Context: an optimization exercise on an open-source flow, tuned for small area, a short achievable clock period and few clock cycles. The choices shown serve that exercise and are no tape-out recipe.
Function was checked by simulation only, so behaviour that the tests miss may differ from the original.
No activity file was given, so power comes from the tool's default toggle rates.

## design/flow/config.mk

```make
export PLATFORM = sky130hd
export DESIGN_NAME = m1
export DESIGN_NICKNAME = m1
export VERILOG_FILES = /design/flow/design.v
export SDC_FILE = /design/flow/constraint.sdc
export NUM_CORES = 4
export LEC_CHECK = 0
export CAP_MARGIN = 20
export CORE_MARGIN = 2
export CORE_UTILIZATION = 40
export CTS_BUF_LIST = sky130_fd_sc_hd__clkbuf_16
export CTS_CLUSTER_DIAMETER = 90
export CTS_CLUSTER_SIZE = 22
export SLEW_MARGIN = 20
```

## design/flow/constraint.sdc

```tcl
create_clock -name core_clock -period 12.0 [get_ports {Clock}]
set_input_delay 2.4000 -clock core_clock [delete_from_list [all_inputs] [get_ports {Clock}]]
set_output_delay 2.4000 -clock core_clock [all_outputs]
set_load 0.01 [all_outputs]
```

## design/flow/design.v

```verilog
`timescale 1ns/100ps
`default_nettype none
module m1(
input logic Clock,
input logic StartBit,
input logic Resetn,
input logic [15:0] ReadData,
output logic [15:0] WriteData,
output logic [17:0] SRAM_Address,
output logic Wen,
output logic StopBit
);
localparam logic [17:0] U_BASE   = 18'd38400;
localparam logic [17:0] V_BASE   = 18'd57600;
localparam logic [17:0] RGB_BASE = 18'd146944;
logic        run;
logic [4:0]  p;        
logic [15:0] S;        
logic [7:0]  col;      
logic [17:0] Wa;       
logic        w5, w6;   
logic        wr;       
logic        f0, f1, f157, f158, f159, quirk;    
logic        start;    
assign Wen = ~wr;
always_ff @(posedge Clock or negedge Resetn) begin
	if (~Resetn) begin
		run <= 1'b0;
		start <= 1'b0;
		p <= 5'b00001;
		S <= 16'd0;
		col <= 8'd156;
		Wa <= RGB_BASE;
		w5 <= 1'b0;
		w6 <= 1'b0;
		f0 <= 1'b0;
		f1 <= 1'b0;
		f157 <= 1'b0;
		f158 <= 1'b0;
		f159 <= 1'b0;
		quirk <= 1'b0;
		SRAM_Address <= 18'd0;
		wr <= 1'b0;
		StopBit <= 1'b0;
	end else if (~run) begin
		start <= StartBit;
		if (start && ~StopBit) begin
			run <= 1'b1;
			SRAM_Address <= U_BASE;
		end
	end else begin
		p <= {p[3:0], p[4]};
		wr <= 1'b0;
		if (p[0] | p[2] | p[3]) begin
			SRAM_Address <= Wa;
			if (p[0] ? w6 : w5) begin
				wr <= 1'b1;
				Wa <= Wa + 18'd1;
			end
		end
		if (p[1]) begin
			SRAM_Address <= {2'b00, S - 16'd4};
			if (wr && (&SRAM_Address)) begin
				StopBit <= 1'b1;
				run <= 1'b0;
			end
		end
		if (p[4]) begin
			S <= S + 16'd1;
			col <= f159 ? 8'd0 : col + 8'd1;
			f0 <= f159;
			f1 <= f0;
			f157 <= (col == 8'd156);
			f158 <= f157;
			f159 <= f158;
			quirk <= (S == 16'd5);
			if (S == 16'd4) w5 <= 1'b1;
			if (S == 16'd5) w6 <= 1'b1;
			SRAM_Address <= (S[0] ? U_BASE + 18'd1 : V_BASE) + {3'b000, S[15:1]};
		end
	end
end
logic [7:0] ur [0:5];
logic [7:0] vr [0:5];
logic [15:0] upend;
logic [7:0]  vpend;
wire ins = run & p[2];
always_ff @(posedge Clock) begin
	for (int k = 0; k < 5; k++) begin
		ur[k] <= ur[k+1];
		vr[k] <= vr[k+1];
	end
	ur[5] <= ur[0];
	vr[5] <= vr[0];
	if (ins) begin
		ur[0] <= S[0] ? upend[15:8] : upend[7:0];
		vr[0] <= S[0] ? ReadData[15:8] : vpend;
	end
	if (ins & ~S[0]) upend <= ReadData;
	if (ins & S[0]) vpend <= ReadData[7:0];
end
logic [7:0] w [0:5];
always_comb begin
	if (p[3]) for (int k = 0; k < 6; k++) w[k] = ur[5-k];
	else      for (int k = 0; k < 6; k++) w[k] = vr[(10-k) % 6];
end
logic [7:0] a1, b1, a2, b2, a3, b3;
always_comb begin
	a1 = w[2];
	b1 = f159 ? w[2] : w[3];
	a2 = f0 ? w[2] : w[1];
	b2 = f159 ? w[2] : f158 ? w[3] : w[4];
	a3 = f0 ? w[2] : f1 ? w[1] : w[0];
	b3 = f159 ? w[2] : f158 ? w[3] : (f157 || quirk) ? w[4] : w[5];
end
logic [8:0] s1, s2, s3;
always_ff @(posedge Clock) begin
	s1 <= a1 + b1;
	s2 <= a2 + b2;
	s3 <= a3 + b3;
end
wire [8:0] io;
wire [10:0] io3;
m1_interp u_interp(.Clock(Clock), .s1(s1), .s2(s2), .s3(s3), .o(io), .o3(io3));
logic [8:0] uo;     
always_ff @(posedge Clock) uo <= io;
logic [7:0] yb, yl;
always_ff @(posedge Clock) begin
	yb <= p[4] ? ReadData[15:8] : yl;
	if (p[4]) yl <= ReadData[7:0];
end
wire [7:0] ue = ur[1];
wire [7:0] ve = vr[1];
wire [8:0] eu = {ue[7], ~ue[7], ue[6:0]};
wire [8:0] ev = {ve[7], ~ve[7], ve[6:0]};
wire [8:0] xu = p[0] ? eu : uo;
wire [22:0] xt;
m1_yterm u_yterm(.Y(yb), .T(xt));
logic [22:0] pt;
logic [8:0] pu, pv;
logic [10:0] pu3, pv3;
always_ff @(posedge Clock) begin
	pt <= xt;
	pu <= xu;
	pu3 <= {xu, 1'b0} + {2'b00, xu};
	if (p[0]) begin
		pv <= ev;
		pv3 <= {ev, 1'b0} + {2'b00, ev};
	end else begin
		pv <= io;
		pv3 <= io3;
	end
end
wire [7:0] rr, gg, bb;
m1_pix u_pix(.Clock(Clock), .T(pt), .U(pu), .U3(pu3), .V(pv), .V3(pv3), .R(rr), .G(gg), .B(bb));
logic [7:0]  bh;
logic [15:0] gbh;
always_ff @(posedge Clock) begin
	bh <= bb;
	gbh <= {gg, bb};
	if (p[2])      WriteData <= {rr, gg};
	else if (p[3]) WriteData <= {bh, rr};
	else if (p[4]) WriteData <= gbh;
end
endmodule
module m1_yterm(
input logic [7:0] Y,
output logic [24:2] T
);
wire yt_1 = Y[0] ^ Y[3];
wire yt_2 = Y[0] & Y[3];
wire yt_3 = Y[1] ^ Y[4];
wire yt_4 = Y[1] & Y[4];
wire yt_5 = Y[2] ^ Y[5];
wire yt_6 = Y[2] & Y[5];
wire yt_7 = Y[0] ^ Y[2];
wire yt_8 = Y[0] & Y[2];
wire yt_9 = Y[1] ^ Y[3] ^ Y[5];
wire yt_10 = (Y[1] & Y[3]) | (Y[1] & Y[5]) | (Y[3] & Y[5]);
wire yt_11 = Y[2] ^ Y[4] ^ Y[6];
wire yt_12 = (Y[2] & Y[4]) | (Y[2] & Y[6]) | (Y[4] & Y[6]);
wire yt_13 = Y[5] ^ Y[7] ^ yt_1;
wire yt_14 = (Y[5] & Y[7]) | (Y[5] & yt_1) | (Y[7] & yt_1);
wire yt_15 = Y[6] ^ yt_2 ^ yt_3;
wire yt_16 = (Y[6] & yt_2) | (Y[6] & yt_3) | (yt_2 & yt_3);
wire yt_17 = Y[7] ^ yt_4 ^ yt_5;
wire yt_18 = (Y[7] & yt_4) | (Y[7] & yt_5) | (yt_4 & yt_5);
wire yt_19 = Y[3] ^ Y[6] ^ yt_6;
wire yt_20 = (Y[3] & Y[6]) | (Y[3] & yt_6) | (Y[6] & yt_6);
wire yt_21 = Y[4] ^ Y[7];
wire yt_22 = Y[4] & Y[7];
wire yt_23 = Y[0] ^ Y[2];
wire yt_24 = Y[0] & Y[2];
wire yt_25 = ~1'b0 ^ Y[1] ^ Y[3];
wire yt_26 = (~1'b0 & Y[1]) | (~1'b0 & Y[3]) | (Y[1] & Y[3]);
wire yt_27 = ~1'b0 ^ Y[4] ^ yt_7;
wire yt_28 = (~1'b0 & Y[4]) | (~1'b0 & yt_7) | (Y[4] & yt_7);
wire yt_29 = ~1'b0 ^ yt_8 ^ yt_9;
wire yt_30 = (~1'b0 & yt_8) | (~1'b0 & yt_9) | (yt_8 & yt_9);
wire yt_31 = ~1'b0 ^ yt_10 ^ yt_11;
wire yt_32 = (~1'b0 & yt_10) | (~1'b0 & yt_11) | (yt_10 & yt_11);
wire yt_33 = ~1'b0 ^ yt_12 ^ yt_13;
wire yt_34 = (~1'b0 & yt_12) | (~1'b0 & yt_13) | (yt_12 & yt_13);
wire yt_35 = ~1'b0 ^ yt_14 ^ yt_15;
wire yt_36 = (~1'b0 & yt_14) | (~1'b0 & yt_15) | (yt_14 & yt_15);
wire yt_37 = ~1'b0 ^ yt_16 ^ yt_17;
wire yt_38 = (~1'b0 & yt_16) | (~1'b0 & yt_17) | (yt_16 & yt_17);
wire yt_39 = ~1'b0 ^ yt_18 ^ yt_19;
wire yt_40 = (~1'b0 & yt_18) | (~1'b0 & yt_19) | (yt_18 & yt_19);
wire yt_41 = ~1'b0 ^ yt_21 ^ yt_20;
wire yt_42 = (~1'b0 & yt_21) | (~1'b0 & yt_20) | (yt_21 & yt_20);
wire yt_43 = ~1'b0 ^ Y[5] ^ yt_22;
wire yt_44 = (~1'b0 & Y[5]) | (~1'b0 & yt_22) | (Y[5] & yt_22);
wire yt_45 = ~1'b0 ^ Y[6];
wire yt_46 = ~1'b0 & Y[6];
wire yt_47 = ~1'b0 ^ Y[7];
wire yt_48 = ~1'b0 & Y[7];
wire [24:0] yt_a = {yt_48, yt_46, yt_44, yt_42, yt_40, yt_38, yt_36, yt_34, yt_32, yt_30, yt_28, yt_26, yt_24, yt_23, ~1'b0, Y[0], ~Y[6], ~Y[5], ~Y[4], ~Y[3], ~Y[2], ~Y[1], ~1'b0, 1'b0, 1'b0};
wire [24:0] yt_b = {~1'b0, yt_47, yt_45, yt_43, yt_41, yt_39, yt_37, yt_35, yt_33, yt_31, yt_29, yt_27, yt_25, ~1'b0, Y[1], ~Y[7], 1'b0, 1'b0, 1'b0, 1'b0, 1'b0, 1'b0, ~Y[0], 1'b0, 1'b0};
wire [24:0] yts = yt_a + yt_b;
assign T = yts[24:2];
endmodule
module m1_pix(
input logic Clock,
input logic [24:2] T,
input logic [8:0] U,
input logic [10:0] U3,
input logic [8:0] V,
input logic [10:0] V3,
output logic [7:0] R,
output logic [7:0] G,
output logic [7:0] B
);
wire r_1 = T[8] ^ V[1];
wire r_2 = T[8] & V[1];
wire r_3 = T[9] ^ V[2];
wire r_4 = T[9] & V[2];
wire r_5 = T[10] ^ V[3] ^ V[6];
wire r_6 = (T[10] & V[3]) | (T[10] & V[6]) | (V[3] & V[6]);
wire r_7 = T[11] ^ V3[0] ^ V[4];
wire r_8 = (T[11] & V3[0]) | (T[11] & V[4]) | (V3[0] & V[4]);
wire r_9 = T[12] ^ V3[1];
wire r_10 = T[12] & V3[1];
wire r_11 = T[15] ^ V3[0];
wire r_12 = T[15] & V3[0];
wire r_13 = T[6] ^ V[2];
wire r_14 = T[6] & V[2];
wire r_15 = T[7] ^ V[0] ^ V[3];
wire r_16 = (T[7] & V[0]) | (T[7] & V[3]) | (V[0] & V[3]);
wire r_17 = V[4] ^ V3[8] ^ r_1;
wire r_18 = (V[4] & V3[8]) | (V[4] & r_1) | (V3[8] & r_1);
wire r_19 = V[5] ^ V3[9] ^ r_2;
wire r_20 = (V[5] & V3[9]) | (V[5] & r_2) | (V3[9] & r_2);
wire r_21 = V3[10] ^ r_4 ^ r_5;
wire r_22 = (V3[10] & r_4) | (V3[10] & r_5) | (r_4 & r_5);
wire r_23 = V[7] ^ r_6 ^ r_7;
wire r_24 = (V[7] & r_6) | (V[7] & r_7) | (r_6 & r_7);
wire r_25 = V[5] ^ V[8] ^ r_9;
wire r_26 = (V[5] & V[8]) | (V[5] & r_9) | (V[8] & r_9);
wire r_27 = T[13] ^ V3[2] ^ V[6];
wire r_28 = (T[13] & V3[2]) | (T[13] & V[6]) | (V3[2] & V[6]);
wire r_29 = T[14] ^ V3[3] ^ V[7];
wire r_30 = (T[14] & V3[3]) | (T[14] & V[7]) | (V3[3] & V[7]);
wire r_31 = V3[4] ^ V[8] ^ r_11;
wire r_32 = (V3[4] & V[8]) | (V3[4] & r_11) | (V[8] & r_11);
wire r_33 = T[16] ^ V3[1] ^ V3[5];
wire r_34 = (T[16] & V3[1]) | (T[16] & V3[5]) | (V3[1] & V3[5]);
wire r_35 = T[17] ^ V3[2];
wire r_36 = T[17] & V3[2];
wire r_37 = T[18] ^ V3[3] ^ V3[7];
wire r_38 = (T[18] & V3[3]) | (T[18] & V3[7]) | (V3[3] & V3[7]);
wire r_39 = T[19] ^ V3[4];
wire r_40 = T[19] & V3[4];
wire r_41 = T[20] ^ V3[5] ^ V3[9];
wire r_42 = (T[20] & V3[5]) | (T[20] & V3[9]) | (V3[5] & V3[9]);
wire r_43 = T[21] ^ V3[6];
wire r_44 = T[21] & V3[6];
wire r_45 = T[22] ^ V3[7];
wire r_46 = T[22] & V3[7];
wire r_47 = T[4] ^ V[0];
wire r_48 = T[4] & V[0];
wire r_49 = T[5] ^ V[1] ^ V3[5];
wire r_50 = (T[5] & V[1]) | (T[5] & V3[5]) | (V[1] & V3[5]);
wire r_51 = ~1'b0 ^ V3[6] ^ r_13;
wire r_52 = (~1'b0 & V3[6]) | (~1'b0 & r_13) | (V3[6] & r_13);
wire r_53 = V3[7] ^ r_14 ^ r_15;
wire r_54 = (V3[7] & r_14) | (V3[7] & r_15) | (r_14 & r_15);
wire r_55 = ~1'b0 ^ r_16 ^ r_17;
wire r_56 = (~1'b0 & r_16) | (~1'b0 & r_17) | (r_16 & r_17);
wire r_57 = r_3 ^ r_18 ^ r_19;
wire r_58 = (r_3 & r_18) | (r_3 & r_19) | (r_18 & r_19);
wire r_59 = ~1'b0 ^ r_20 ^ r_21;
wire r_60 = (~1'b0 & r_20) | (~1'b0 & r_21) | (r_20 & r_21);
wire r_61 = ~1'b0 ^ r_22 ^ r_23;
wire r_62 = (~1'b0 & r_22) | (~1'b0 & r_23) | (r_22 & r_23);
wire r_63 = r_8 ^ r_25 ^ r_24;
wire r_64 = (r_8 & r_25) | (r_8 & r_24) | (r_25 & r_24);
wire r_65 = r_10 ^ r_27 ^ r_26;
wire r_66 = (r_10 & r_27) | (r_10 & r_26) | (r_27 & r_26);
wire r_67 = ~1'b0 ^ r_28 ^ r_29;
wire r_68 = (~1'b0 & r_28) | (~1'b0 & r_29) | (r_28 & r_29);
wire r_69 = ~1'b0 ^ r_30 ^ r_31;
wire r_70 = (~1'b0 & r_30) | (~1'b0 & r_31) | (r_30 & r_31);
wire r_71 = r_12 ^ r_33 ^ r_32;
wire r_72 = (r_12 & r_33) | (r_12 & r_32) | (r_33 & r_32);
wire r_73 = V3[6] ^ r_35 ^ r_34;
wire r_74 = (V3[6] & r_35) | (V3[6] & r_34) | (r_35 & r_34);
wire r_75 = ~1'b0 ^ r_36 ^ r_37;
wire r_76 = (~1'b0 & r_36) | (~1'b0 & r_37) | (r_36 & r_37);
wire r_77 = V3[8] ^ r_39 ^ r_38;
wire r_78 = (V3[8] & r_39) | (V3[8] & r_38) | (r_39 & r_38);
wire r_79 = ~1'b0 ^ r_40 ^ r_41;
wire r_80 = (~1'b0 & r_40) | (~1'b0 & r_41) | (r_40 & r_41);
wire r_81 = V3[10] ^ r_43 ^ r_42;
wire r_82 = (V3[10] & r_43) | (V3[10] & r_42) | (r_43 & r_42);
wire r_83 = ~1'b0 ^ r_44 ^ r_45;
wire r_84 = (~1'b0 & r_44) | (~1'b0 & r_45) | (r_44 & r_45);
wire r_85 = T[23] ^ V3[8] ^ r_46;
wire r_86 = (T[23] & V3[8]) | (T[23] & r_46) | (V3[8] & r_46);
wire r_87 = T[24] ^ V3[9];
wire r_88 = T[24] & V3[9];
wire r_89 = ~1'b0 ^ V3[10];
wire r_90 = ~1'b0 & V3[10];
wire [26:0] r_a = {r_90, r_88, r_86, r_84, r_82, r_80, r_78, r_76, r_74, r_72, r_70, r_68, r_66, r_64, r_62, r_60, r_58, r_56, r_54, r_52, r_50, r_48, r_47, T[3], T[2], V3[1], V3[0]};
wire [26:0] r_b = {~1'b0, r_89, r_87, r_85, r_83, r_81, r_79, r_77, r_75, r_73, r_71, r_69, r_67, r_65, r_63, r_61, r_59, r_57, r_55, r_53, r_51, r_49, V3[4], V3[3], V3[2], 1'b0, 1'b0};
wire [16:0] r_lo = {1'b0, r_a[15:0]} + {1'b0, r_b[15:0]};
logic [26:16] r_ha, r_hb;
logic r_c;
always_ff @(posedge Clock) begin
	r_ha <= r_a[26:16];
	r_hb <= r_b[26:16];
	r_c <= r_lo[16];
end
wire [26:16] r_s = r_ha + r_hb + {{(10){1'b0}}, r_c};
wire [26:16] r_f = r_s;
assign R = r_f[26] ? 8'd0 : (|r_f[25:24]) ? 8'd255 : r_f[23:16];
wire g_1 = ~1'b0 ^ ~U3[2];
wire g_2 = ~1'b0 & ~U3[2];
wire g_3 = 1'b0 ^ U3[3] ^ V[1];
wire g_4 = (1'b0 & U3[3]) | (1'b0 & V[1]) | (U3[3] & V[1]);
wire g_5 = ~U3[4] ^ ~V[2];
wire g_6 = ~U3[4] & ~V[2];
wire g_7 = 1'b0 ^ U3[5] ^ V[3];
wire g_8 = (1'b0 & U3[5]) | (1'b0 & V[3]) | (U3[5] & V[3]);
wire g_9 = ~1'b0 ^ ~U3[6];
wire g_10 = ~1'b0 & ~U3[6];
wire g_11 = ~U[0] ^ ~U3[7];
wire g_12 = ~U[0] & ~U3[7];
wire g_13 = 1'b0 ^ U[1] ^ U3[8];
wire g_14 = (1'b0 & U[1]) | (1'b0 & U3[8]) | (U[1] & U3[8]);
wire g_15 = U[2] ^ U3[9] ^ V[0];
wire g_16 = (U[2] & U3[9]) | (U[2] & V[0]) | (U3[9] & V[0]);
wire g_17 = U3[0] ^ U[3] ^ U3[10];
wire g_18 = (U3[0] & U[3]) | (U3[0] & U3[10]) | (U[3] & U3[10]);
wire g_19 = ~V[1] ^ ~V[8];
wire g_20 = ~V[1] & ~V[8];
wire g_21 = U3[1] ^ U[4] ^ V3[0];
wire g_22 = (U3[1] & U[4]) | (U3[1] & V3[0]) | (U[4] & V3[0]);
wire g_23 = T[14] ^ ~V[2];
wire g_24 = T[14] & ~V[2];
wire g_25 = 1'b0 ^ U3[2] ^ U[5];
wire g_26 = (1'b0 & U3[2]) | (1'b0 & U[5]) | (U3[2] & U[5]);
wire g_27 = ~T[15] ^ V3[1] ^ V[3];
wire g_28 = (~T[15] & V3[1]) | (~T[15] & V[3]) | (V3[1] & V[3]);
wire g_29 = 1'b0 ^ U3[3] ^ U[6];
wire g_30 = (1'b0 & U3[3]) | (1'b0 & U[6]) | (U3[3] & U[6]);
wire g_31 = ~T[16] ^ V3[2] ^ V[4];
wire g_32 = (~T[16] & V3[2]) | (~T[16] & V[4]) | (V3[2] & V[4]);
wire g_33 = U3[4] ^ U[7] ^ V3[3];
wire g_34 = (U3[4] & U[7]) | (U3[4] & V3[3]) | (U[7] & V3[3]);
wire g_35 = T[17] ^ ~V[5];
wire g_36 = T[17] & ~V[5];
wire g_37 = U3[5] ^ U[8] ^ V3[4];
wire g_38 = (U3[5] & U[8]) | (U3[5] & V3[4]) | (U[8] & V3[4]);
wire g_39 = T[18] ^ ~V[6];
wire g_40 = T[18] & ~V[6];
wire g_41 = 1'b0 ^ U3[6] ^ V3[5];
wire g_42 = (1'b0 & U3[6]) | (1'b0 & V3[5]) | (U3[6] & V3[5]);
wire g_43 = T[19] ^ ~V[7];
wire g_44 = T[19] & ~V[7];
wire g_45 = 1'b0 ^ U3[7] ^ V3[6];
wire g_46 = (1'b0 & U3[7]) | (1'b0 & V3[6]) | (U3[7] & V3[6]);
wire g_47 = T[20] ^ ~V[8];
wire g_48 = T[20] & ~V[8];
wire g_49 = 1'b0 ^ U3[8] ^ V3[7];
wire g_50 = (1'b0 & U3[8]) | (1'b0 & V3[7]) | (U3[8] & V3[7]);
wire g_51 = ~1'b0 ^ ~U3[9];
wire g_52 = ~1'b0 & ~U3[9];
wire g_53 = ~1'b0 ^ ~U3[10];
wire g_54 = ~1'b0 & ~U3[10];
wire g_55 = ~1'b0 ^ ~U3[0];
wire g_56 = ~1'b0 & ~U3[0];
wire g_57 = ~U3[1] ^ ~V[4];
wire g_58 = ~U3[1] & ~V[4];
wire g_59 = ~T[5] ^ V[0] ^ V[5];
wire g_60 = (~T[5] & V[0]) | (~T[5] & V[5]) | (V[0] & V[5]);
wire g_61 = T[6] ^ ~V[6] ^ g_2;
wire g_62 = (T[6] & ~V[6]) | (T[6] & g_2) | (~V[6] & g_2);
wire g_63 = T[7] ^ ~V[7] ^ g_5;
wire g_64 = (T[7] & ~V[7]) | (T[7] & g_5) | (~V[7] & g_5);
wire g_65 = T[8] ^ ~V[8] ^ g_6;
wire g_66 = (T[8] & ~V[8]) | (T[8] & g_6) | (~V[8] & g_6);
wire g_67 = T[9] ^ ~V[4] ^ g_9;
wire g_68 = (T[9] & ~V[4]) | (T[9] & g_9) | (~V[4] & g_9);
wire g_69 = T[10] ^ g_10 ^ g_11;
wire g_70 = (T[10] & g_10) | (T[10] & g_11) | (g_10 & g_11);
wire g_71 = T[11] ^ ~V[6] ^ g_12;
wire g_72 = (T[11] & ~V[6]) | (T[11] & g_12) | (~V[6] & g_12);
wire g_73 = V[7] ^ g_14 ^ g_15;
wire g_74 = (V[7] & g_14) | (V[7] & g_15) | (g_14 & g_15);
wire g_75 = T[13] ^ g_19 ^ ~g_16;
wire g_76 = (T[13] & g_19) | (T[13] & ~g_16) | (g_19 & ~g_16);
wire g_77 = g_20 ^ g_23 ^ ~g_18;
wire g_78 = (g_20 & g_23) | (g_20 & ~g_18) | (g_23 & ~g_18);
wire g_79 = g_22 ^ g_25 ^ g_27;
wire g_80 = (g_22 & g_25) | (g_22 & g_27) | (g_25 & g_27);
wire g_81 = g_26 ^ g_28 ^ g_29;
wire g_82 = (g_26 & g_28) | (g_26 & g_29) | (g_28 & g_29);
wire g_83 = g_30 ^ g_32 ^ g_33;
wire g_84 = (g_30 & g_32) | (g_30 & g_33) | (g_32 & g_33);
wire g_85 = g_36 ^ g_39 ^ ~g_34;
wire g_86 = (g_36 & g_39) | (g_36 & ~g_34) | (g_39 & ~g_34);
wire g_87 = g_40 ^ g_43 ^ ~g_38;
wire g_88 = (g_40 & g_43) | (g_40 & ~g_38) | (g_43 & ~g_38);
wire g_89 = g_44 ^ g_47 ^ ~g_42;
wire g_90 = (g_44 & g_47) | (g_44 & ~g_42) | (g_47 & ~g_42);
wire g_91 = T[21] ^ g_48 ^ ~g_46;
wire g_92 = (T[21] & g_48) | (T[21] & ~g_46) | (g_48 & ~g_46);
wire g_93 = T[22] ^ ~V3[8] ^ g_51;
wire g_94 = (T[22] & ~V3[8]) | (T[22] & g_51) | (~V3[8] & g_51);
wire g_95 = T[23] ^ g_52 ^ g_53;
wire g_96 = (T[23] & g_52) | (T[23] & g_53) | (g_52 & g_53);
wire g_97 = 1'b0 ^ ~T[24] ^ V3[10];
wire g_98 = (1'b0 & ~T[24]) | (1'b0 & V3[10]) | (~T[24] & V3[10]);
wire g_99 = T[3] ^ g_55;
wire g_100 = T[3] & g_55;
wire g_101 = T[4] ^ g_56 ^ g_57;
wire g_102 = (T[4] & g_56) | (T[4] & g_57) | (g_56 & g_57);
wire g_103 = g_58 ^ g_1 ^ ~g_59;
wire g_104 = (g_58 & g_1) | (g_58 & ~g_59) | (g_1 & ~g_59);
wire g_105 = g_60 ^ g_3 ^ ~g_61;
wire g_106 = (g_60 & g_3) | (g_60 & ~g_61) | (g_3 & ~g_61);
wire g_107 = ~g_4 ^ g_62 ^ g_63;
wire g_108 = (~g_4 & g_62) | (~g_4 & g_63) | (g_62 & g_63);
wire g_109 = ~g_7 ^ g_64 ^ g_65;
wire g_110 = (~g_7 & g_64) | (~g_7 & g_65) | (g_64 & g_65);
wire g_111 = ~g_8 ^ g_66 ^ g_67;
wire g_112 = (~g_8 & g_66) | (~g_8 & g_67) | (g_66 & g_67);
wire g_113 = ~V[5] ^ g_68 ^ g_69;
wire g_114 = (~V[5] & g_68) | (~V[5] & g_69) | (g_68 & g_69);
wire g_115 = ~g_13 ^ g_70 ^ g_71;
wire g_116 = (~g_13 & g_70) | (~g_13 & g_71) | (g_70 & g_71);
wire g_117 = T[12] ^ g_72 ^ ~g_73;
wire g_118 = (T[12] & g_72) | (T[12] & ~g_73) | (g_72 & ~g_73);
wire g_119 = g_17 ^ g_74 ^ ~g_75;
wire g_120 = (g_17 & g_74) | (g_17 & ~g_75) | (g_74 & ~g_75);
wire g_121 = ~g_21 ^ g_76 ^ g_77;
wire g_122 = (~g_21 & g_76) | (~g_21 & g_77) | (g_76 & g_77);
wire g_123 = g_24 ^ g_78 ^ ~g_79;
wire g_124 = (g_24 & g_78) | (g_24 & ~g_79) | (g_78 & ~g_79);
wire g_125 = g_31 ^ g_80 ^ g_81;
wire g_126 = (g_31 & g_80) | (g_31 & g_81) | (g_80 & g_81);
wire g_127 = ~g_35 ^ g_82 ^ g_83;
wire g_128 = (~g_35 & g_82) | (~g_35 & g_83) | (g_82 & g_83);
wire g_129 = g_37 ^ g_84 ^ ~g_85;
wire g_130 = (g_37 & g_84) | (g_37 & ~g_85) | (g_84 & ~g_85);
wire g_131 = ~g_41 ^ g_86 ^ g_87;
wire g_132 = (~g_41 & g_86) | (~g_41 & g_87) | (g_86 & g_87);
wire g_133 = ~g_45 ^ g_88 ^ g_89;
wire g_134 = (~g_45 & g_88) | (~g_45 & g_89) | (g_88 & g_89);
wire g_135 = ~g_49 ^ g_90 ^ g_91;
wire g_136 = (~g_49 & g_90) | (~g_49 & g_91) | (g_90 & g_91);
wire g_137 = ~g_50 ^ g_92 ^ g_93;
wire g_138 = (~g_50 & g_92) | (~g_50 & g_93) | (g_92 & g_93);
wire g_139 = ~V3[9] ^ g_94 ^ g_95;
wire g_140 = (~V3[9] & g_94) | (~V3[9] & g_95) | (g_94 & g_95);
wire g_141 = g_54 ^ ~g_97 ^ g_96;
wire g_142 = (g_54 & ~g_97) | (g_54 & g_96) | (~g_97 & g_96);
wire [26:0] g_a = {~1'b0, g_142, g_140, g_138, g_136, g_134, g_132, ~g_130, ~g_128, ~g_126, g_124, g_122, ~g_120, g_118, g_116, g_114, g_112, g_110, g_108, ~g_106, g_104, g_102, g_100, g_99, T[2], ~V[1], ~1'b0};
wire [26:0] g_b = {1'b0, ~g_98, g_141, g_139, g_137, g_135, g_133, g_131, ~g_129, ~g_127, ~g_125, g_123, g_121, ~g_119, g_117, g_115, g_113, g_111, g_109, g_107, ~g_105, g_103, g_101, ~V[3], ~V[2], 1'b0, ~V[0]};
wire [16:0] g_lo = {1'b0, g_a[15:0]} + {1'b0, g_b[15:0]};
logic [26:16] g_ha, g_hb;
logic g_c;
always_ff @(posedge Clock) begin
	g_ha <= g_a[26:16];
	g_hb <= g_b[26:16];
	g_c <= g_lo[16];
end
wire [26:16] g_s = g_ha + g_hb + {{(10){1'b0}}, g_c};
wire [26:16] g_f = g_s;
assign G = g_f[26] ? 8'd0 : (|g_f[25:24]) ? 8'd255 : g_f[23:16];
wire b_1 = T[8] ^ U[1];
wire b_2 = T[8] & U[1];
wire b_3 = T[9] ^ U[2];
wire b_4 = T[9] & U[2];
wire b_5 = T[10] ^ U[0] ^ U[3];
wire b_6 = (T[10] & U[0]) | (T[10] & U[3]) | (U[0] & U[3]);
wire b_7 = U3[7] ^ U3[10];
wire b_8 = U3[7] & U3[10];
wire b_9 = T[11] ^ U[1] ^ U[4];
wire b_10 = (T[11] & U[1]) | (T[11] & U[4]) | (U[1] & U[4]);
wire b_11 = T[12] ^ U[2];
wire b_12 = T[12] & U[2];
wire b_13 = T[13] ^ U[3];
wire b_14 = T[13] & U[3];
wire b_15 = T[14] ^ U[4];
wire b_16 = T[14] & U[4];
wire b_17 = T[15] ^ U[5];
wire b_18 = T[15] & U[5];
wire b_19 = T[6] ^ U3[3];
wire b_20 = T[6] & U3[3];
wire b_21 = T[7] ^ U[0] ^ U3[4];
wire b_22 = (T[7] & U[0]) | (T[7] & U3[4]) | (U[0] & U3[4]);
wire b_23 = U3[5] ^ U3[8] ^ b_1;
wire b_24 = (U3[5] & U3[8]) | (U3[5] & b_1) | (U3[8] & b_1);
wire b_25 = U3[6] ^ U3[9] ^ b_2;
wire b_26 = (U3[6] & U3[9]) | (U3[6] & b_2) | (U3[9] & b_2);
wire b_27 = b_4 ^ b_7 ^ b_5;
wire b_28 = (b_4 & b_7) | (b_4 & b_5) | (b_7 & b_5);
wire b_29 = U3[8] ^ b_8 ^ b_6;
wire b_30 = (U3[8] & b_8) | (U3[8] & b_6) | (b_8 & b_6);
wire b_31 = U[5] ^ U3[9] ^ b_11;
wire b_32 = (U[5] & U3[9]) | (U[5] & b_11) | (U3[9] & b_11);
wire b_33 = U[6] ^ U3[10] ^ b_12;
wire b_34 = (U[6] & U3[10]) | (U[6] & b_12) | (U3[10] & b_12);
wire b_35 = U[7] ^ b_14 ^ b_15;
wire b_36 = (U[7] & b_14) | (U[7] & b_15) | (b_14 & b_15);
wire b_37 = U[8] ^ b_16 ^ b_17;
wire b_38 = (U[8] & b_16) | (U[8] & b_17) | (b_16 & b_17);
wire b_39 = T[16] ^ U[6];
wire b_40 = T[16] & U[6];
wire b_41 = T[17] ^ U[0];
wire b_42 = T[17] & U[0];
wire b_43 = T[18] ^ U[1];
wire b_44 = T[18] & U[1];
wire b_45 = T[19] ^ U[2];
wire b_46 = T[19] & U[2];
wire b_47 = T[3] ^ U3[0];
wire b_48 = T[3] & U3[0];
wire b_49 = T[4] ^ U3[1] ^ U3[4];
wire b_50 = (T[4] & U3[1]) | (T[4] & U3[4]) | (U3[1] & U3[4]);
wire b_51 = T[5] ^ U3[2] ^ U3[5];
wire b_52 = (T[5] & U3[2]) | (T[5] & U3[5]) | (U3[2] & U3[5]);
wire b_53 = ~1'b0 ^ U3[6] ^ b_19;
wire b_54 = (~1'b0 & U3[6]) | (~1'b0 & b_19) | (U3[6] & b_19);
wire b_55 = U3[7] ^ b_20 ^ b_21;
wire b_56 = (U3[7] & b_20) | (U3[7] & b_21) | (b_20 & b_21);
wire b_57 = ~1'b0 ^ b_22 ^ b_23;
wire b_58 = (~1'b0 & b_22) | (~1'b0 & b_23) | (b_22 & b_23);
wire b_59 = b_3 ^ b_24 ^ b_25;
wire b_60 = (b_3 & b_24) | (b_3 & b_25) | (b_24 & b_25);
wire b_61 = ~1'b0 ^ b_26 ^ b_27;
wire b_62 = (~1'b0 & b_26) | (~1'b0 & b_27) | (b_26 & b_27);
wire b_63 = b_9 ^ b_28 ^ b_29;
wire b_64 = (b_9 & b_28) | (b_9 & b_29) | (b_28 & b_29);
wire b_65 = b_10 ^ b_30 ^ b_31;
wire b_66 = (b_10 & b_30) | (b_10 & b_31) | (b_30 & b_31);
wire b_67 = b_13 ^ b_32 ^ b_33;
wire b_68 = (b_13 & b_32) | (b_13 & b_33) | (b_32 & b_33);
wire b_69 = ~1'b0 ^ b_34 ^ b_35;
wire b_70 = (~1'b0 & b_34) | (~1'b0 & b_35) | (b_34 & b_35);
wire b_71 = ~1'b0 ^ b_36 ^ b_37;
wire b_72 = (~1'b0 & b_36) | (~1'b0 & b_37) | (b_36 & b_37);
wire b_73 = b_18 ^ b_39 ^ b_38;
wire b_74 = (b_18 & b_39) | (b_18 & b_38) | (b_39 & b_38);
wire b_75 = U[7] ^ b_40 ^ b_41;
wire b_76 = (U[7] & b_40) | (U[7] & b_41) | (b_40 & b_41);
wire b_77 = U[8] ^ b_42 ^ b_43;
wire b_78 = (U[8] & b_42) | (U[8] & b_43) | (b_42 & b_43);
wire b_79 = ~1'b0 ^ b_44 ^ b_45;
wire b_80 = (~1'b0 & b_44) | (~1'b0 & b_45) | (b_44 & b_45);
wire b_81 = T[20] ^ U[3] ^ b_46;
wire b_82 = (T[20] & U[3]) | (T[20] & b_46) | (U[3] & b_46);
wire b_83 = ~1'b0 ^ T[21] ^ U[4];
wire b_84 = (~1'b0 & T[21]) | (~1'b0 & U[4]) | (T[21] & U[4]);
wire b_85 = ~1'b0 ^ T[22] ^ U[5];
wire b_86 = (~1'b0 & T[22]) | (~1'b0 & U[5]) | (T[22] & U[5]);
wire b_87 = ~1'b0 ^ T[23] ^ U[6];
wire b_88 = (~1'b0 & T[23]) | (~1'b0 & U[6]) | (T[23] & U[6]);
wire b_89 = ~1'b0 ^ T[24] ^ U[7];
wire b_90 = (~1'b0 & T[24]) | (~1'b0 & U[7]) | (T[24] & U[7]);
wire [26:0] b_a = {~1'b0, b_90, b_88, b_86, b_84, b_82, b_80, b_78, b_76, b_74, b_72, b_70, b_68, b_66, b_64, b_62, b_60, b_58, b_56, b_54, b_52, b_50, b_48, b_47, T[2], U3[1], U3[0]};
wire [26:0] b_b = {1'b0, U[8], b_89, b_87, b_85, b_83, b_81, b_79, b_77, b_75, b_73, b_71, b_69, b_67, b_65, b_63, b_61, b_59, b_57, b_55, b_53, b_51, b_49, U3[3], U3[2], 1'b0, 1'b0};
wire [16:0] b_lo = {1'b0, b_a[15:0]} + {1'b0, b_b[15:0]};
logic [26:16] b_ha, b_hb;
logic b_c;
always_ff @(posedge Clock) begin
	b_ha <= b_a[26:16];
	b_hb <= b_b[26:16];
	b_c <= b_lo[16];
end
wire [26:16] b_s = b_ha + b_hb + {{(10){1'b0}}, b_c};
wire [26:16] b_f = b_s;
assign B = b_f[26] ? 8'd0 : (|b_f[25:24]) ? 8'd255 : b_f[23:16];
endmodule
module m1_interp(
input logic Clock,
input logic [8:0] s1,
input logic [8:0] s2,
input logic [8:0] s3,
output logic [8:0] o,
output logic [10:0] o3
);
wire ip_1 = s1[0] ^ s1[2];
wire ip_2 = s1[0] & s1[2];
wire ip_3 = s1[1] ^ s1[3];
wire ip_4 = s1[1] & s1[3];
wire ip_5 = s1[0] ^ s2[1];
wire ip_6 = s1[0] & s2[1];
wire ip_7 = 1'b0 ^ s1[6] ^ s2[0];
wire ip_8 = (1'b0 & s1[6]) | (1'b0 & s2[0]) | (s1[6] & s2[0]);
wire ip_9 = s1[1] ^ s2[2] ^ s3[2];
wire ip_10 = (s1[1] & s2[2]) | (s1[1] & s3[2]) | (s2[2] & s3[2]);
wire ip_11 = 1'b0 ^ s1[7] ^ s2[1];
wire ip_12 = (1'b0 & s1[7]) | (1'b0 & s2[1]) | (s1[7] & s2[1]);
wire ip_13 = s2[3] ^ s3[3] ^ s3[5];
wire ip_14 = (s2[3] & s3[3]) | (s2[3] & s3[5]) | (s3[3] & s3[5]);
wire ip_15 = s3[7] ^ ip_1;
wire ip_16 = s3[7] & ip_1;
wire ip_17 = s1[8] ^ s2[2] ^ s2[6];
wire ip_18 = (s1[8] & s2[2]) | (s1[8] & s2[6]) | (s2[2] & s2[6]);
wire ip_19 = s2[4] ^ s3[4] ^ s3[6];
wire ip_20 = (s2[4] & s3[4]) | (s2[4] & s3[6]) | (s3[4] & s3[6]);
wire ip_21 = s3[8] ^ ip_2 ^ ip_3;
wire ip_22 = (s3[8] & ip_2) | (s3[8] & ip_3) | (ip_2 & ip_3);
wire ip_23 = ~1'b0 ^ s1[2] ^ s1[4];
wire ip_24 = (~1'b0 & s1[2]) | (~1'b0 & s1[4]) | (s1[2] & s1[4]);
wire ip_25 = s2[3] ^ ~s2[5] ^ s2[7];
wire ip_26 = (s2[3] & ~s2[5]) | (s2[3] & s2[7]) | (~s2[5] & s2[7]);
wire ip_27 = s3[5] ^ s3[7] ^ ip_4;
wire ip_28 = (s3[5] & s3[7]) | (s3[5] & ip_4) | (s3[7] & ip_4);
wire ip_29 = ~1'b0 ^ s1[3] ^ s1[5];
wire ip_30 = (~1'b0 & s1[3]) | (~1'b0 & s1[5]) | (s1[3] & s1[5]);
wire ip_31 = s2[4] ^ ~s2[6] ^ s2[8];
wire ip_32 = (s2[4] & ~s2[6]) | (s2[4] & s2[8]) | (~s2[6] & s2[8]);
wire ip_33 = s3[6] ^ s3[8];
wire ip_34 = s3[6] & s3[8];
wire ip_35 = s1[4] ^ s1[6] ^ s2[7];
wire ip_36 = (s1[4] & s1[6]) | (s1[4] & s2[7]) | (s1[6] & s2[7]);
wire ip_37 = s1[5] ^ s1[7];
wire ip_38 = s1[5] & s1[7];
wire ip_39 = ~1'b0 ^ ~s1[2];
wire ip_40 = ~1'b0 & ~s1[2];
wire ip_41 = ~s1[3] ^ ~s2[1];
wire ip_42 = ~s1[3] & ~s2[1];
wire ip_43 = s1[4] ^ ~s2[0] ^ s2[2];
wire ip_44 = (s1[4] & ~s2[0]) | (s1[4] & s2[2]) | (~s2[0] & s2[2]);
wire ip_45 = s3[0] ^ s3[2];
wire ip_46 = s3[0] & s3[2];
wire ip_47 = s1[5] ^ s2[3] ^ ~s3[1];
wire ip_48 = (s1[5] & s2[3]) | (s1[5] & ~s3[1]) | (s2[3] & ~s3[1]);
wire ip_49 = s3[3] ^ s3[5] ^ ip_5;
wire ip_50 = (s3[3] & s3[5]) | (s3[3] & ip_5) | (s3[5] & ip_5);
wire ip_51 = s3[4] ^ s3[6] ^ ip_6;
wire ip_52 = (s3[4] & s3[6]) | (s3[4] & ip_6) | (s3[6] & ip_6);
wire ip_53 = s2[4] ^ ip_7 ^ ~ip_9;
wire ip_54 = (s2[4] & ip_7) | (s2[4] & ~ip_9) | (ip_7 & ~ip_9);
wire ip_55 = s2[5] ^ ip_8 ^ ip_11;
wire ip_56 = (s2[5] & ip_8) | (s2[5] & ip_11) | (ip_8 & ip_11);
wire ip_57 = ip_10 ^ ip_13 ^ ip_15;
wire ip_58 = (ip_10 & ip_13) | (ip_10 & ip_15) | (ip_13 & ip_15);
wire ip_59 = ip_12 ^ ~ip_14 ^ ip_17;
wire ip_60 = (ip_12 & ~ip_14) | (ip_12 & ip_17) | (~ip_14 & ip_17);
wire ip_61 = ip_19 ^ ip_16 ^ ip_21;
wire ip_62 = (ip_19 & ip_16) | (ip_19 & ip_21) | (ip_16 & ip_21);
wire ip_63 = ~ip_18 ^ ip_20 ^ ip_23;
wire ip_64 = (~ip_18 & ip_20) | (~ip_18 & ip_23) | (ip_20 & ip_23);
wire ip_65 = ~ip_25 ^ ip_22 ^ ip_27;
wire ip_66 = (~ip_25 & ip_22) | (~ip_25 & ip_27) | (ip_22 & ip_27);
wire ip_67 = ip_33 ^ ip_24 ^ ip_29;
wire ip_68 = (ip_33 & ip_24) | (ip_33 & ip_29) | (ip_24 & ip_29);
wire ip_69 = ip_26 ^ ip_31 ^ ~ip_28;
wire ip_70 = (ip_26 & ip_31) | (ip_26 & ~ip_28) | (ip_31 & ~ip_28);
wire ip_71 = s3[7] ^ ip_34 ^ ip_30;
wire ip_72 = (s3[7] & ip_34) | (s3[7] & ip_30) | (ip_34 & ip_30);
wire ip_73 = s2[5] ^ ip_32 ^ ~ip_35;
wire ip_74 = (s2[5] & ip_32) | (s2[5] & ~ip_35) | (ip_32 & ~ip_35);
wire ip_75 = 1'b0 ^ s2[6] ^ ~s2[8];
wire ip_76 = (1'b0 & s2[6]) | (1'b0 & ~s2[8]) | (s2[6] & ~s2[8]);
wire ip_77 = s3[8] ^ ip_37 ^ ip_36;
wire ip_78 = (s3[8] & ip_37) | (s3[8] & ip_36) | (ip_37 & ip_36);
wire ip_79 = ~1'b0 ^ s1[6] ^ s1[8];
wire ip_80 = (~1'b0 & s1[6]) | (~1'b0 & s1[8]) | (s1[6] & s1[8]);
wire ip_81 = ~s2[7] ^ ip_38;
wire ip_82 = ~s2[7] & ip_38;
wire ip_83 = ~1'b0 ^ ~s2[8];
wire ip_84 = ~1'b0 & ~s2[8];
wire ip_85 = s3[0] ^ s3[2];
wire ip_86 = s3[0] & s3[2];
wire ip_87 = s3[1] ^ s3[3] ^ ip_40;
wire ip_88 = (s3[1] & s3[3]) | (s3[1] & ip_40) | (s3[3] & ip_40);
wire ip_89 = s3[4] ^ ip_45 ^ ip_42;
wire ip_90 = (s3[4] & ip_45) | (s3[4] & ip_42) | (ip_45 & ip_42);
wire ip_91 = ~ip_46 ^ ip_44 ^ ip_47;
wire ip_92 = (~ip_46 & ip_44) | (~ip_46 & ip_47) | (ip_44 & ip_47);
wire ip_93 = ~ip_48 ^ ip_50 ^ ip_51;
wire ip_94 = (~ip_48 & ip_50) | (~ip_48 & ip_51) | (ip_50 & ip_51);
wire ip_95 = ~ip_52 ^ ip_54 ^ ip_55;
wire ip_96 = (~ip_52 & ip_54) | (~ip_52 & ip_55) | (ip_54 & ip_55);
wire ip_97 = ip_56 ^ ip_59 ^ ~ip_58;
wire ip_98 = (ip_56 & ip_59) | (ip_56 & ~ip_58) | (ip_59 & ~ip_58);
wire ip_99 = ip_63 ^ ip_62 ^ ip_65;
wire ip_100 = (ip_63 & ip_62) | (ip_63 & ip_65) | (ip_62 & ip_65);
wire ip_101 = ip_64 ^ ip_67 ^ ip_66;
wire ip_102 = (ip_64 & ip_67) | (ip_64 & ip_66) | (ip_67 & ip_66);
wire ip_103 = ip_68 ^ ip_71 ^ ~ip_73;
wire ip_104 = (ip_68 & ip_71) | (ip_68 & ~ip_73) | (ip_71 & ~ip_73);
wire ip_105 = ~ip_75 ^ ip_72 ^ ip_77;
wire ip_106 = (~ip_75 & ip_72) | (~ip_75 & ip_77) | (ip_72 & ip_77);
wire ip_107 = ip_79 ^ ip_81 ^ ip_78;
wire ip_108 = (ip_79 & ip_81) | (ip_79 & ip_78) | (ip_81 & ip_78);
wire ip_109 = s1[7] ^ ip_83 ^ ip_80;
wire ip_110 = (s1[7] & ip_83) | (s1[7] & ip_80) | (ip_83 & ip_80);
wire ip_111 = s1[8] ^ ip_84;
wire ip_112 = s1[8] & ip_84;
wire ip_113 = ~1'b0 ^ ~s1[0];
wire ip_114 = ~1'b0 & ~s1[0];
wire ip_115 = ~s1[1] ^ s3[1];
wire ip_116 = ~s1[1] & s3[1];
wire ip_117 = ~s2[0] ^ ip_85 ^ ip_39;
wire ip_118 = (~s2[0] & ip_85) | (~s2[0] & ip_39) | (ip_85 & ip_39);
wire ip_119 = ip_86 ^ ip_41 ^ ip_87;
wire ip_120 = (ip_86 & ip_41) | (ip_86 & ip_87) | (ip_41 & ip_87);
wire ip_121 = ~ip_43 ^ ip_88 ^ ip_89;
wire ip_122 = (~ip_43 & ip_88) | (~ip_43 & ip_89) | (ip_88 & ip_89);
wire ip_123 = ip_90 ^ ip_49 ^ ~ip_91;
wire ip_124 = (ip_90 & ip_49) | (ip_90 & ~ip_91) | (ip_49 & ~ip_91);
wire ip_125 = ip_92 ^ ip_53 ^ ~ip_93;
wire ip_126 = (ip_92 & ip_53) | (ip_92 & ~ip_93) | (ip_53 & ~ip_93);
wire ip_127 = ip_57 ^ ip_94 ^ ~ip_95;
wire ip_128 = (ip_57 & ip_94) | (ip_57 & ~ip_95) | (ip_94 & ~ip_95);
wire ip_129 = ~ip_61 ^ ip_96 ^ ip_97;
wire ip_130 = (~ip_61 & ip_96) | (~ip_61 & ip_97) | (ip_96 & ip_97);
wire ip_131 = ip_60 ^ ip_98 ^ ~ip_99;
wire ip_132 = (ip_60 & ip_98) | (ip_60 & ~ip_99) | (ip_98 & ~ip_99);
wire ip_133 = ~ip_69 ^ ip_100 ^ ip_101;
wire ip_134 = (~ip_69 & ip_100) | (~ip_69 & ip_101) | (ip_100 & ip_101);
wire ip_135 = ~ip_70 ^ ip_103 ^ ip_102;
wire ip_136 = (~ip_70 & ip_103) | (~ip_70 & ip_102) | (ip_103 & ip_102);
wire ip_137 = ~ip_74 ^ ip_105 ^ ip_104;
wire ip_138 = (~ip_74 & ip_105) | (~ip_74 & ip_104) | (ip_105 & ip_104);
wire ip_139 = ~ip_76 ^ ip_106 ^ ip_107;
wire ip_140 = (~ip_76 & ip_106) | (~ip_76 & ip_107) | (ip_106 & ip_107);
wire ip_141 = ip_82 ^ ip_109 ^ ip_108;
wire ip_142 = (ip_82 & ip_109) | (ip_82 & ip_108) | (ip_109 & ip_108);
wire ip_143 = ~1'b0 ^ ip_111 ^ ip_110;
wire ip_144 = (~1'b0 & ip_111) | (~1'b0 & ip_110) | (ip_111 & ip_110);
wire ip_145 = ~1'b0 ^ ip_112;
wire ip_146 = ~1'b0 & ip_112;
wire [16:0] ip_a = {ip_144, ip_142, ip_140, ip_138, ip_136, ip_134, ~ip_132, ~ip_130, ip_128, ~ip_126, ip_124, ip_122, ip_120, ip_118, ip_116, ip_114, ip_113};
wire [16:0] ip_b = {ip_145, ip_143, ip_141, ip_139, ip_137, ip_135, ip_133, ~ip_131, ~ip_129, ip_127, ~ip_125, ip_123, ip_121, ip_119, ip_117, ip_115, s3[0]};
wire [11:0] ip_lo = {1'b0, ip_a[10:0]} + {1'b0, ip_b[10:0]};
logic [16:11] ip_ha, ip_hb;
logic ip_c;
logic [10:8] ip_l;
always_ff @(posedge Clock) begin
	ip_ha <= ip_a[16:11];
	ip_hb <= ip_b[16:11];
	ip_c <= ip_lo[11];
	ip_l <= ip_lo[10:8];
end
wire [16:11] ip_s = ip_ha + ip_hb + {{(5){1'b0}}, ip_c};
wire [16:8] ip_f = {ip_s, ip_l};
assign o = ip_f;
assign o3 = {o, 1'b0} + {2'b00, o};
endmodule
```

## design/flow/flow/run.sh

```bash
#!/bin/bash
# Standard synthesis, then the standard layout with stronger port buffers
# and timing repair aimed below the design's clock period.
set -euo pipefail
bash standard.sh synth > synth.log 2>&1
bash standard.sh "BUFFER_PORTS_ARGS=-buffer_cell sky130_fd_sc_hd__buf_4" "SETUP_SLACK_MARGIN=8.4" finish > layout.log 2>&1
```

## design/flow/standard.sh

```bash
#!/bin/bash
# synth_recipe.tcl (not shown) runs the flow's synth.tcl, then flattens the netlist and writes it again
# the make line also repeats each setting of config.mk as NAME=value (left out here)
make -C /OpenROAD-flow-scripts/flow DESIGN_CONFIG=/design/flow/config.mk WORK_HOME=/design/flow/orfs CLKGATE_MAP_FILE= SYNTH_SCRIPT=/design/flow/synth_recipe.tcl "${@:-finish}"
```

==> notes.md, run 1 <==
count of yosys warnings during synthesis=6; Max Buffers Root-to-Sink=3; Cell Pwr Density=88.1 mW/mm2; class of the most critical hold timing path=reg2reg; switching power of the nets=around 520 uW; Tcrit/Tclk final=a little under a third; cell area after layout=0.0267 mm2; overflow left after global routing=0; Final #Nets=2859; DR DRC count=0; nature of the critical path startpoint=register; Placeable Area=roughly 0.06 mm2; Post-Synthesis Mean Instance Area=slightly above 10 um2; Die Outline Area=0.0634 mm2; number of instances in the synthesized netlist=2377; layout cells sized above 1=approximately 8%; worst endpoint required time=9.60 ns; number of nets produced by synthesis=approximately 2800; pins over their slew limit=0; slowest library cell on the worst path=sky130_fd_sc_hd__edfxtp_1; largest driver fanout on the critical path=1; via count=~16000; CTS tree=yes; final hold vios=0; Max Cap Violations=0; number of vias per cell=~5.1; number of library cell types mapped by synthesis=81; sw frac=between 20% and 30%; clock slew at reported path FFs=approximately 0.09 ns; CP cell instances=buf_6; proportion of power drawn by combinational gates=1.0%; global-route usage over all layers=about a fifth; unrepaired setup endpoints after global routing=yes; maximum single-stage delay on the critical path=0.48 ns; DIE WIDTH=252 um; Clk Tree Root Cell=sky130_fd_sc_hd__clkbuf_16; Final Hold Slack=~0.35 ns; final critical-path required period=~3.6 ns; number of H-tree branching levels=1; number of hold-repair buffers added at the cts stage=0; static power due to leakage=roughly 12 nW; kind of cell adding the most delay to the critical path=flip-flops; average wire length per cell after detail routing=about 19 um; clock skew=about 0.028 ns; run status=finished clean; relative slew slack=between 20% and 30%; Die Y=around 250 um; share of total power in the clock network=38.2%; total standard cell area after synthesis=~0.025 mm2; number of global-route vias before repair=roughly 17000; placer congestion estimate=slightly below 0.9; maximum number of pins on one net before global-route repair=a little under 80; Highest Clock Rate=about 0.27 GHz; number of buffers added on ports=54; final setup TNS=0 ns; Inserted Clock Buffers=25; share of synthesized registers carrying an async set or reset=18.2%; Top FF cell, synth=sky130_fd_sc_hd__dfxtp_1; kind of end point of the critical path=output pin; n_diodes=0; worst ir drop on vdd=roughly 0.00011 V; total of endpoints with negative setup slack in the final report=0; std cell rows=90; proportion of power drawn by flip-flops and latches=between 60% and 70%; synthesis-stage register bit count=around 420; part of the Yosys area used for sequential elements=between 30% and 40%; crit path kind=reg2out; number of nets still failing antenna checks after routing=0; count of buffering cells on the critical path with inverters included=1; first-pass GRT wire length=about 95000 um; area post-placement=around 0.026 mm2; Internal=around 1.8 mW; initial cell density of the core=40.6%; final wirelength=around 60000 um; worst slew pin tran=about 1.1 ns; number of iterations in the first detailed-routing pass=5; estimated wirelength of the detail-placed design=47600 um; Area Growth Syn to Fin=8.89%; arrival time of data at the critical path endpoint=about 1.2 ns; Clock Latency Late Sink=a little under 0.6 ns; clock sink count=approximately 420; antenna violations before repair=3; Iter 0 DRT Violations=1001; I/O pin cnt=55; number of synthesized flops with an enable pin=48
[cell usage in the layout (no fill, tap or decap), types with 28 or more instances in the layout]
| cell type | netlist | layout |
|---|---|---|
| sky130_fd_sc_hd__a21oi_1 | 123 | 123 |
| sky130_fd_sc_hd__mux2_2 | 36 | 36 |
| sky130_fd_sc_hd__edfxtp_1 | 48 | 48 |
| sky130_fd_sc_hd__a21o_1 | 35 | 35 |
| sky130_fd_sc_hd__nand2_1 | 157 | 157 |
| sky130_fd_sc_hd__nor2_1 | 87 | 87 |
| sky130_fd_sc_hd__mux2i_1 | 60 | 60 |
| sky130_fd_sc_hd__xnor2_1 | 92 | 92 |
| sky130_fd_sc_hd__ha_1 | 257 | 256 |
| sky130_fd_sc_hd__fa_1 | 163 | 162 |
| sky130_fd_sc_hd__inv_1 | 418 | 427 |
| sky130_fd_sc_hd__dfxtp_1 | 297 | 294 |
| sky130_fd_sc_hd__nand3_1 | 28 | 28 |
| sky130_fd_sc_hd__xor2_1 | 40 | 40 |
| sky130_fd_sc_hd__o21ai_0 | 118 | 117 |
| sky130_fd_sc_hd__dfrtp_1 | 66 | 63 |
| sky130_fd_sc_hd__buf_4 | 0 | 50 |
[worst paths after layout]
| check | slack (ns) | depth (start not counted) | start | endpoint |
|---|---|---|---|---|
| hold / removal | 0.35 | 0 | vr[5][2]$_DFF_P_ | vr[4][2]$_DFF_P_ |
| min in group asynchronous | 1.79 | 1 | Resetn | start$_DFFE_PN0N_ |
| setup / recovery | 8.36 | 1 | WriteData[13]$_DFFE_PP_ | WriteData[13] |
| hold reg to reg | 0.35 | 0 | vr[5][2]$_DFF_P_ | vr[4][2]$_DFF_P_ |
| max in group asynchronous | 9.54 | 2 | Resetn | Wa[11]$_DFFE_PN1P_ |
| setup reg to reg | 8.50 | 13 | s1[1]$_DFF_P_ | u_interp.ip_l[10]$_DFF_P_ |
[state kept, by name, indices dropped and copies added (netlist names), 16 cells and up]
register	count
gbh	16
ur	48
pt	23
S	16
Wa	18
upend	16
SRAM_Address	18
WriteData	16
vr	48
[synth_stat cells (24+ instances only)]
library cell | instances | area, um2
sky130_fd_sc_hd__fa_1 | 163 | 3260
sky130_fd_sc_hd__edfxtp_1 | 48 | 1440
sky130_fd_sc_hd__mux2_2 | 36 | 405
sky130_fd_sc_hd__dfrtp_1 | 66 | 1650
sky130_fd_sc_hd__o21a_1 | 24 | 180
sky130_fd_sc_hd__xor2_1 | 40 | 350
sky130_fd_sc_hd__nor2_1 | 87 | 327
sky130_fd_sc_hd__nand3_1 | 28 | 140
sky130_fd_sc_hd__clkbuf_1 | 39 | 146
sky130_fd_sc_hd__mux2i_1 | 60 | 601
sky130_fd_sc_hd__ha_1 | 257 | 3220
sky130_fd_sc_hd__a21oi_1 | 123 | 616
sky130_fd_sc_hd__dfxtp_1 | 297 | 5950
sky130_fd_sc_hd__xnor2_1 | 92 | 806
sky130_fd_sc_hd__o21ai_0 | 118 | 591
sky130_fd_sc_hd__a21o_1 | 35 | 263
sky130_fd_sc_hd__nand2_1 | 157 | 589
sky130_fd_sc_hd__inv_1 | 418 | 1570
[logic make-up after synthesis]
group / count (synthesis) / synth area share [%]
AO/OA/AOI/OAI: 419 / 10.7
XOR/XNOR: 132 / 4.71
adder cells (fa/ha/maj): 420 / 26.4
buffers and inverters: 475 / 7.32
flip-flops: 422 / 38.0
multiplexers: 107 / 5.11
AND/OR/NAND/NOR: 402 / 7.75
[power groups by stage]
stage               Sequential, mW  Combinational, mW  Clock (mW)
floorplan                     1.46            0.00255           0
global placement              1.46             0.0193           0
detailed placement            1.46             0.0198           0
CTS                           1.43             0.0225       0.929
global route                  1.43             0.0255       0.974
finish                        1.43             0.0227       0.899
[cell type report]
class	count	area [um2]
repair buffers	73	661
flip-flops and latches	422	9340
clock inverters	16	115
multi-input cells	1480	13500
well taps	782	978
inverters	418	1570
clock buffers	25	626
fillers	5615	33700
[metal layers]
layer / global-route usage, % / part of all wire [%] / up-vias
li1: - / - / 7918
met1: 24.4 / 44 / 7936
met2: 34.3 / 50 / 316
met3: 2.58 / 3.8 / 76
met4: 5.12 / 2.6 / 4
met5: 0 / 0.045 / -
[per-stage QoR]
stage	cells	util [%]	power, mW	setup slack, ns
after floorplan	2377	-	1.47	8.58
after CTS	3214	44.1	2.38	8.29
after global placement	3164	42.6	1.48	8.37
final	3216	44.2	2.35	8.36
after detailed placement	3164	42.6	1.48	8.36
after global routing	3216	44.2	2.43	8.32
[worst reg2reg max path, cell delays in order (launching register included)]
cell                      delay, ns
sky130_fd_sc_hd__dfxtp_2       0.35
sky130_fd_sc_hd__ha_1          0.28
sky130_fd_sc_hd__inv_1         0.05
sky130_fd_sc_hd__fa_1          0.38
sky130_fd_sc_hd__fa_1          0.54
sky130_fd_sc_hd__fa_1          0.44
sky130_fd_sc_hd__fa_1          0.50
sky130_fd_sc_hd__inv_1         0.07
sky130_fd_sc_hd__ha_4          0.22
sky130_fd_sc_hd__nand3_1       0.07
sky130_fd_sc_hd__nand2_1       0.05
sky130_fd_sc_hd__a41o_1        0.23
sky130_fd_sc_hd__nor2_1        0.13
sky130_fd_sc_hd__xnor2_1       0.12
[repair_timing]
item / CTS / global route
gates resized for setup: 21 / 8
setup buffers: 9 / 1
setup endpoints to repair: 23 / 22
Testbench counts, summed over its fixed seeds: cycles 1,152,174.
==> inputs of run 2 (changes only) <==
==> design/flow/flow/run.sh (replaced) <==
#!/bin/bash
# Standard synthesis, then the standard layout with stronger port buffers
# and timing repair aimed below the design's clock period.
set -euo pipefail
bash standard.sh synth > synth.log 2>&1
bash standard.sh "BUFFER_PORTS_ARGS=-buffer_cell sky130_fd_sc_hd__buf_4" "SETUP_SLACK_MARGIN=8.0" finish > layout.log 2>&1
==> run 2 against run 1 <==
Compared with the run above:
- critical path depth is the same
- synthesized cell count is the same
- clock skew barely moved
- utilization shrank 0.28 points
- area after synthesis unchanged
- cell area decreased by 0.64%
- cell count fell by 0.25%
- sequential share of layout area grew 0.21 points
==> notes.md, run 2 <==
share of Yosys cell area claimed by the top area cell type=24.2% (unchanged); class of the most critical hold timing path=reg2reg; Area Growth Syn to Fin=8.19%; cell types with the highest counts after synthesis=418 x sky130_fd_sc_hd__inv_1, 297 x sky130_fd_sc_hd__dfxtp_1, 257 x sky130_fd_sc_hd__ha_1; total instance count after detailed placement=3164 (unchanged); most common cell after layout, fill and taps aside=sky130_fd_sc_hd__inv_1; pins over their slew limit=0 (unchanged); Die Y=252 um (unchanged); number of nets still failing antenna checks after routing=0 (unchanged); number of iterations in the first detailed-routing pass=5 (unchanged); clock slew at reported path FFs=0.09 ns (about the same); static power due to leakage=12.2 nW (-0.56%); relative slew slack=27.1% (about the same); post-synthesis compound-gate area fraction=10.7% (unchanged); area post-placement=0.0258 mm2 (unchanged); final setup TNS=0 ns (unchanged); worst slew pin tran=1.09 ns (+0.0000900 ns); cell accounting for the most synthesized area=sky130_fd_sc_hd__dfxtp_1; Final #Nets=2850 (-0.31%); initial cell density of the core=40.6% (unchanged); share of synthesized registers carrying an async set or reset=18.2% (unchanged); global-route usage over all layers=19.1% (-0.14 points); final hold vios=0 (unchanged); number of library cell types mapped by synthesis=81 (unchanged); estimated wirelength of the detail-placed design=47600 um (unchanged); average wire length per cell after detail routing=18.5 um (-0.23%); crit path kind=reg2out; number of H-tree branching levels=1 (unchanged); final wirelength=59400 um (-0.48%); unrepaired setup endpoints after global routing=no; DR DRC count=0 (unchanged); arrival time of data at the critical path endpoint=1.25 ns (about the same); most area-consuming cells after synthesis=sky130_fd_sc_hd__dfxtp_1 24%, sky130_fd_sc_hd__fa_1 13%, sky130_fd_sc_hd__ha_1 13%; filler-free cell count of the finished design=3208 (-0.25%); kind of end point of the critical path=output pin; Top FF cell, synth=sky130_fd_sc_hd__dfxtp_1; first-pass GRT wire length=94400 um (-0.65%); cell area after layout=0.0266 mm2 (-0.64%); simple logic cell fraction of the synthesized area=7.75% (unchanged); total standard cell area after synthesis=0.0246 mm2 (unchanged); Die Outline Area=0.0634 mm2 (unchanged); std cell rows=90 (unchanged); number of global-route vias before repair=17000 (-0.38%); most used standard cell by instance count after synthesis=sky130_fd_sc_hd__inv_1; Cell Pwr Density=88.6 mW/mm2 (+0.57%); Clk Tree Root Cell=sky130_fd_sc_hd__clkbuf_16; count of yosys warnings during synthesis=6 (unchanged); Max Buffers Root-to-Sink=3 (unchanged); Placeable Area=0.0605 mm2 (unchanged); placer congestion estimate=0.883 (unchanged); number of nets produced by synthesis=2816 (unchanged); count of buffering cells on the critical path with inverters included=1 (unchanged); Top Registers=ur: 48 flops, vr: 48 flops, pt: 23 flops; Max Cap Violations=0 (unchanged); overflow left after global routing=0 (unchanged); most used cells in the layout excluding fill and tap cells=428 x sky130_fd_sc_hd__inv_1, 297 x sky130_fd_sc_hd__dfxtp_1, 257 x sky130_fd_sc_hd__ha_1; clock skew=0.0284 ns (+0.000389 ns); antenna violations before repair=3 (unchanged); run status=finished clean; number of instances in the synthesized netlist=2377 (unchanged); final critical-path required period=3.65 ns (+0.0151 ns); CP cell instances=buf_4; total power consumption of the routed design=2.35 mW (about the same); number of buffers added on ports=54 (unchanged); CTS tree=yes; layout cells sized above 1=7.42% (-0.67 points); maximum single-stage delay on the critical path=0.48 ns (about the same); DIE WIDTH=252 um (unchanged); synthesis-stage register bit count=422 (unchanged); xor and xnor fraction of the mapped netlist area=4.71% (unchanged); Highest Clock Rate=0.274 GHz (-0.41%); worst endpoint required time=9.60 ns (about the same); part of the Yosys area used for sequential elements=38.0% (unchanged); adder-cell share of the synthesized area=26.4% (unchanged); number of vias per cell=5.04 (-0.17%); total of endpoints with negative setup slack in the final report=0 (unchanged); Final Hold Slack=0.349 ns (+0.00100 ns); combinational family with the most area after synthesis=adder cells; maximum number of pins on one net before global-route repair=78 (unchanged); nature of the critical path startpoint=register; via count=16200 (-0.42%); Inserted Clock Buffers=25 (unchanged); Iter 0 DRT Violations=1004 (+0.30%); largest driver fanout on the critical path=1 (unchanged); Clock Latency Late Sink=0.59 ns (about the same); multiplexer share of the synthesized area=5.11% (unchanged); I/O pin cnt=55 (unchanged); clock sink count=422 (unchanged); number of synthesized flops with an enable pin=48 (unchanged); number of hold-repair buffers added at the cts stage=0 (unchanged); kind of cell adding the most delay to the critical path=flip-flops; slowest library cell on the worst path=sky130_fd_sc_hd__edfxtp_1; Tcrit/Tclk final=30.4% (+0.13 points); worst ir drop on vdd=0.000109 V (-0.24%); Post-Synthesis Mean Instance Area=10.3 um2 (unchanged)
==> run 2: logic make-up after synthesis <==
kind of cell	after synthesis
multiplexers	107
AND/OR/NAND/NOR	402
adder cells (fa/ha/maj)	420
flip-flops	422
XOR/XNOR	132
buffers and inverters	475
AO/OA/AOI/OAI	419
==> run 2: stage by stage <==
stage	setup WS (ns)	util (%)
global placement	8.37	42.6
floorplan	8.58	-
finish	8.35	43.9
global route	8.16	43.9
CTS	8.28	43.9
detailed placement	8.36	42.6
==> run 2: cell type report <==
| type | count | area (um2) |
|---|---|---|
| timing repair buffer | 64 | 513 |
| multi-input combinational | 1480 | 13400 |
| clock inverter | 16 | 115 |
| inverter | 418 | 1570 |
| sequential | 422 | 9330 |
| clock buffer | 25 | 626 |
| tap | 782 | 978 |
| fill | 5628 | 33900 |
| antenna | 1 | 2.50 |
==> run 2: what timing repair did <==
item | 4_1_cts | 5_1_grt
endpoints found under the setup margin | 0 | 1
setup buffers | 0 | 1
endpoints found under the hold margin | 0 | 0
resized for setup | 0 | 0
==> run 2: final timing paths <==
| kind | from | endpoint | slack, ns | depth (start not counted) |
|---|---|---|---|---|
| max | WriteData[13]$_DFFE_PP_ | WriteData[13] | 8.35 | 1 |
| min | vr[5][2]$_DFF_P_ | vr[4][2]$_DFF_P_ | 0.35 | 0 |
| max reg2reg | s1[1]$_DFF_P_ | u_interp.ip_c$_DFF_P_ | 8.40 | 13 |
| min reg2reg | vr[5][2]$_DFF_P_ | vr[4][2]$_DFF_P_ | 0.35 | 0 |
| max in group asynchronous | Resetn | Wa[11]$_DFFE_PN1P_ | 9.53 | 2 |
| min in group asynchronous | Resetn | p[3]$_DFFE_PN0P_ | 1.79 | 1 |
==> run 2: where the power goes <==
| group | switching (mW) | internal, mW |
|---|---|---|
| Combinational | 0.0109 | 0.00890 |
| Sequential | 0.00278 | 1.43 |
| Clock | 0.509 | 0.392 |
==> run 2: routing by layer <==
layer	up-vias	track usage [%]	part of all wire, %	wire length (um)
li1	7904	-	-	-
met1	7858	24.2	44	26000
met2	331	33.9	49	29400
met3	85	2.68	4.0	2380
met4	4	5.09	2.7	1590
met5	-	0	0.045	27

==> separate check: timing with driven ports <==
The flow's constraints put no driver on any port. The routed layouts listed below were extracted and timed again, unchanged, in two steps. Step 1 (the two cells are an assumption about what drives the block):
set clk [get_ports {Clock}]
set_driving_cell -lib_cell sky130_fd_sc_hd__clkbuf_16 $clk
set_driving_cell -lib_cell sky130_fd_sc_hd__buf_2 [delete_from_list [all_inputs] $clk]
Step 2 times the ports against the registers' clock, not the clock port: input delays grow and output delays shrink by t, the midpoint of the rising clock arrivals with the driver on. Slacks: ideal / step 1 / step 2; pairs: ideal / step 1.
| run | t (ns) | slack for setup (ns) | hold WS [ns] | worst slew at a driven data input, ns |
|---|---|---|---|---|
| run 1 | 0.647 | 8.362 / 8.299 / 8.502 | 0.348 / 0.348 / 0.348 | 0.06 |
| run 2 | 0.647 | 8.347 / 8.284 / 8.401 | 0.349 / 0.349 / 0.349 | 0.05 |
After both steps every run listed still meets setup and hold.
